From an optimization exercise on the open Yosys and OpenROAD flow, aimed at small area, a short achievable clock period and few clock cycles; shortcuts taken in it are not production practice.
In this exercise RTL edits were held to simulation tests only and were not proved equivalent to the original.
Power is estimated from default activity; no workload was simulated.

==> flow/design.v <==
module JAM (
input CLK,
input RST,
output reg [2:0] W,
output reg [2:0] J,
input [6:0] Cost,
output reg [3:0] MatchCount,
output reg [9:0] MinCost,
output reg Valid );
localparam ST_HUNG  = 3'd0;
localparam ST_TIGHT = 3'd1;
localparam ST_RED   = 3'd2;
localparam ST_RYS   = 3'd3;
localparam ST_DONE  = 3'd4;
localparam [7:0] INF = 8'hff;
reg [2:0]  st;
reg [2:0]  row;           
reg        root;          
reg [63:0] nvf;           
reg [63:0] mvf;           
reg [23:0] wayf;          
reg [7:0]  wset;          
reg [23:0] pf;            
reg [7:0]  matched;
reg [7:0]  used;          
reg [7:0]  best;          
reg [2:0]  j1;
reg [7:0]  Kr;            
reg        post, mfr;
reg [2:0]  j1r;           
reg [6:0]  bestr;         
reg        isact;
reg [5:0]  tcnt;          
reg        vA, kA, lA, mA; reg [2:0] cA;
reg        vB, kB, lB; reg [2:0] cB; reg [7:0] YB;
reg        vD, lD;     reg [2:0] cD; reg [7:0] keyD; reg [7:0] mvD;
reg        aact;
reg [2:0]  jj;
reg [7:0]  tmask;
reg [2:0]  trow;
reg        vF, lF, sF;
reg        vQ, lQ, sQ;
reg [2:0]  i0r;           
function [3:0] pc8;
  input [7:0] x;
  pc8 = x[0] + x[1] + x[2] + x[3] + x[4] + x[5] + x[6] + x[7];
endfunction
function [3:0] mul4;
  input [3:0] a, b;
  mul4 = a * b;
endfunction
function any4;
  input [3:0] x;
  any4 = |x;
endfunction
function two4;
  input [3:0] x;
  two4 = (x[0] & x[1]) | (x[2] & x[3]) | ((x[0] | x[1]) & (x[2] | x[3]));
endfunction
function oneh;
  input [7:0] x;
  oneh = (any4(x[3:0]) ^ any4(x[7:4])) & ~two4(x[3:0]) & ~two4(x[7:4]);
endfunction
wire [63:0] T = mvf;
wire [7:0]  S  = wayf[7:0];
wire [7:0]  Rr = wayf[15:8];
wire [7:0]  Rc = wayf[23:16];
wire [31:0] F  = {nvf[59:56], nvf[51:48], nvf[43:40], nvf[35:32],
                  nvf[27:24], nvf[19:16], nvf[11:8],  nvf[3:0]};
wire [7:0]  Q  = {nvf[15:12], nvf[7:4]};
wire        hung  = (st == ST_HUNG);
wire        tight = (st == ST_TIGHT);
wire       lt_km  = keyD < mvD;
wire       lt_kb  = keyD < best;
wire       lt_mb  = mvD < best;
wire       take   = root || lt_km;
wire [7:0] nm     = take ? keyD : mvD;
wire       upd    = vD && hung && !used[cD];
wire       nlt    = upd && (take ? lt_kb : lt_mb);
wire       dec    = vD && lD && hung;
wire [7:0] bestf  = nlt ? nm : best;
wire [2:0] j1f    = nlt ? cD : j1;
wire       mf     = nlt ? matched[cD] : matched[j1];
wire [2:0] pj1f   = nlt ? pf[cD*3 +: 3] : pf[j1*3 +: 3];
wire       dec_cont = dec && mf;
wire       dec_end  = dec && !mf;
wire       nrow7  = (row == 3'd7);
wire [7:0] oh_d   = 8'd1 << cD;
wire       tfirst = (cD == 3'd0) || lt_kb;
wire [7:0] tmask_n = tfirst ? oh_d : ((keyD == best) ? (tmask | oh_d) : tmask);
wire        hiss = hung && isact && !post;
wire        tiss = tight && isact;
reg         issue_now;
reg  [2:0]  icol, irow;
reg         ik, il, im;
always @(*) begin
  issue_now = 1'b0; icol = 3'd0; irow = row; ik = 1'b0; il = 1'b0; im = 1'b1;
  if (dec_cont) begin
    issue_now = 1'b1; icol = j1f; irow = pj1f; ik = 1'b1; im = 1'b0;
  end else if (dec_end) begin
    issue_now = 1'b1; icol = 3'd0; irow = nrow7 ? 3'd0 : row + 3'd1;
  end else if (post) begin
    issue_now = !mfr; icol = 3'd1; irow = nrow7 ? 3'd0 : row + 3'd1;
  end else if (hiss) begin
    issue_now = 1'b1;
    icol = (root ? 3'd0 : j1r) + tcnt[2:0];
    irow = root ? row : i0r; il = (tcnt[2:0] == 3'd7); im = root;
  end else if (tiss) begin
    issue_now = 1'b1; icol = tcnt[2:0]; irow = tcnt[5:3]; il = (tcnt == 6'd63);
  end
end
wire [7:0] nvA    = nvf[cA*8 +: 8];
wire       pA     = used[cA];
wire       padd   = mA && pA;
wire       asub   = !mA;
wire [7:0] Zx     = kA ? ~{1'b0, bestr} : (asub ? ~Kr : (pA ? {1'b0, bestr} : 8'd0));
wire [7:0] Y      = nvA + Zx + {7'd0, asub};
wire       nvwe   = vA && (kA || padd);
wire [9:0] keyB   = {3'd0, Cost} + {{2{YB[7]}}, YB};
reg [7:0] fr, csel, mr;
integer r;
always @(*) begin
  fr = 8'd0; csel = 8'd0;
  for (r = 0; r < 8; r = r + 1) begin
    mr = T[r*8 +: 8] & Rc;
    if (Rr[r] && oneh(mr)) begin
      fr[r] = 1'b1;
      csel = csel | mr;
    end
  end
end
wire red_done = (fr == 8'd0);
wire [7:0] S_next = ((S | ~Rc) + 8'd1) & Rc;
reg  [31:0] fac;
always @(*) begin
  for (r = 0; r < 8; r = r + 1)
    fac[r*4 +: 4] = Rr[r] ? pc8(T[r*8 +: 8] & S) : 4'd1;
end
wire [3:0] q0 = mul4(mul4(F[3:0],   F[7:4]),   mul4(F[11:8],  F[15:12]));
wire [3:0] q1 = mul4(mul4(F[19:16], F[23:20]), mul4(F[27:24], F[31:28]));
wire [3:0] prod = mul4(Q[3:0], Q[7:4]);
always @(posedge CLK) begin
  if (RST) begin
    st <= ST_HUNG;
    row <= 3'd0; root <= 1'b1;
    nvf <= 64'd0; wset <= 8'd0; matched <= 8'd0; used <= 8'd0;
    best <= INF;
    post <= 1'b0;
    W <= 3'd0; J <= 3'd0;
    vA <= 1'b1; kA <= 1'b0; lA <= 1'b0; cA <= 3'd0; mA <= 1'b1;
    isact <= 1'b1; tcnt <= 6'd1;
    vB <= 1'b0; vD <= 1'b0;
    lB <= 1'b0; lD <= 1'b0;
    aact <= 1'b0;
    vF <= 1'b0; vQ <= 1'b0;
    MinCost <= 10'd0; MatchCount <= 4'd0; Valid <= 1'b0;
  end else begin
    vA <= issue_now; kA <= ik; lA <= il; cA <= icol; mA <= im;
    if (issue_now) begin
      W <= irow; J <= icol;
    end
    if (hiss || tiss) tcnt <= tcnt + 6'd1;
    if ((hiss && tcnt[2:0] == 3'd7) || (tiss && tcnt == 6'd63)) isact <= 1'b0;
    vB <= vA; kB <= kA; lB <= lA; cB <= cA; YB <= Y;
    if (nvwe) nvf[cA*8 +: 8] <= Y;
    if (vA && padd) used[cA] <= 1'b0;
    vD <= vB && !kB; lD <= lB; cD <= cB; keyD <= keyB[8] ? 8'hff : keyB[7:0];
    mvD <= mvf[cB*8 +: 8];
    if (vB && kB) Kr <= keyB[7:0];
    if (upd) begin
      if (take) mvf[cD*8 +: 8] <= keyD;
      if (take && !root) begin
        wayf[cD*3 +: 3] <= j1r;
        wset[cD] <= 1'b1;
      end
      if (nlt) begin
        best <= nm; j1 <= cD;
      end
    end
    post <= dec;
    if (dec) begin
      mfr <= mf; j1r <= j1f; bestr <= bestf[6:0]; i0r <= pj1f;
      isact <= 1'b0;
    end
    if (post) begin
      best <= INF;
      if (root) wset <= 8'd0;
      isact <= 1'b1;
      if (mfr) begin
        root <= 1'b0; used[j1r] <= 1'b1;
        tcnt <= 6'd1;
      end else begin
        MinCost <= MinCost + {3'd0, bestr};
        root <= 1'b1;
        tcnt <= 6'd2;
        if (nrow7) begin
          st <= ST_TIGHT; trow <= 3'd0;
        end else begin
          row <= row + 3'd1;
          aact <= 1'b1; jj <= j1r;
        end
      end
    end
    if (aact) begin
      matched[jj] <= 1'b1;
      if (wset[jj]) begin
        pf[jj*3 +: 3] <= pf[wayf[jj*3 +: 3]*3 +: 3];
        jj <= wayf[jj*3 +: 3];
      end else begin
        pf[jj*3 +: 3] <= row - 3'd1;
        aact <= 1'b0;
      end
    end
    if (tight && vD) begin
      if (tfirst) best <= keyD;
      tmask <= tmask_n;
      if (cD == 3'd7) begin
        mvf[trow*8 +: 8] <= tmask_n;
        trow <= trow + 3'd1;
        if (trow == 3'd7) begin
          st <= ST_RED; wayf[23:8] <= 16'hffff;
        end
      end
    end
    if (st == ST_RED) begin
      wayf[15:8]  <= Rr & ~fr;
      wayf[23:16] <= Rc & ~csel;
      if (red_done) begin
        st <= ST_RYS; wayf[7:0] <= 8'd0; MatchCount <= 4'd0;
      end
    end
    vF <= 1'b0;
    if (st == ST_RYS) begin
      vF <= 1'b1; sF <= (^S) ^ (^Rc); lF <= (S_next == 8'd0);
      for (r = 0; r < 8; r = r + 1) nvf[r*8 +: 4] <= fac[r*4 +: 4];
      wayf[7:0] <= S_next;
      if (S_next == 8'd0) st <= ST_DONE;
    end
    vQ <= vF; lQ <= lF; sQ <= sF;
    if (vF) begin
      nvf[7:4] <= q0; nvf[15:12] <= q1;
    end
    if (vQ) begin
      MatchCount <= sQ ? MatchCount - prod : MatchCount + prod;
      if (lQ) Valid <= 1'b1;
    end
  end
end
endmodule
export LEC_CHECK = 0
export CAP_MARGIN = 20
export CORE_MARGIN = 2
export CORE_UTILIZATION = 55
export SETUP_SLACK_MARGIN = 3.3
export SLEW_MARGIN = 20
create_clock -name core_clock -period 7.0 [get_ports {CLK}]
run.sh (not shown) runs the stock make flow with config.mk's settings and CLKGATE_MAP_FILE= SYNTH_SCRIPT=/design/flow/synth_recipe.tcl, a recipe that flattens the netlist after the stock synthesis.
Testbench counts at the start, summed over its fixed seeds: cycles 4,976.
Change:
Settings changed: CORE_UTILIZATION 55 to 40.
What happened:
- worst setup slack gains 200 ps
- wire length came out lower by about 3.4%
- final area climbs by 0.93%
- area after synthesis is unchanged
- worst hold slack got worse by 6.4 ps
- clock skew is higher by 3.3 ps
- via count goes down by 1.6%
- clock-buffer cell count rises by 1
- core utilization falls by 17 points
- power fell by about 1%
- sequential power barely changes
Change:
Settings changed: CTS_BUF_LIST set to sky130_fd_sc_hd__clkbuf_4 sky130_fd_sc_hd__clkbuf_8.
=> Final cell count grows slightly. Clock-buffer cell count grows by 32. Cell area grows slightly. Power grows by a few percent. Routed wire length grows slightly. Clock skew grows by 57 ps. Global-route usage hardly moves. Setup slack is worse by 61 ps. Synthesized cell count is unchanged. Sequential power stays flat. Utilization grows by 0.50 points.

[port drivers added, routing unchanged]
How much do the figures lean on ideal ports? The routed layouts below were timed once more, with nothing changed but the port constraints. Step 1 (the two cells are an assumption about what drives the block):
set clk [get_ports {CLK}]
set_driving_cell -lib_cell sky130_fd_sc_hd__clkbuf_16 $clk
set_driving_cell -lib_cell sky130_fd_sc_hd__buf_2 [delete_from_list [all_inputs] $clk]
Step 2, shift: input delay + t, output delay - t, t = (earliest + latest rising clock arrival at the registers) / 2. This alone moves slack from input paths to output paths. Slacks: ideal / step 1 / step 2; pairs: ideal / step 1.
run | shift t [ns] | slack for setup (ns) | worst register clock-pin slew, ns
the first run | 0.622 | 3.160 / 3.160 / 3.041 | 0.07 / 0.07
the second run | 0.627 | 3.357 / 3.357 / 3.149 | 0.07 / 0.07
the third run | 0.740 | 3.296 / 3.296 / 3.184 | 0.07 / 0.07
After both steps every run listed still meets setup and hold. For the second run, which loses most, drivers alone change the setup slack by 0.000 ns; drivers and shift together by -0.208 ns.
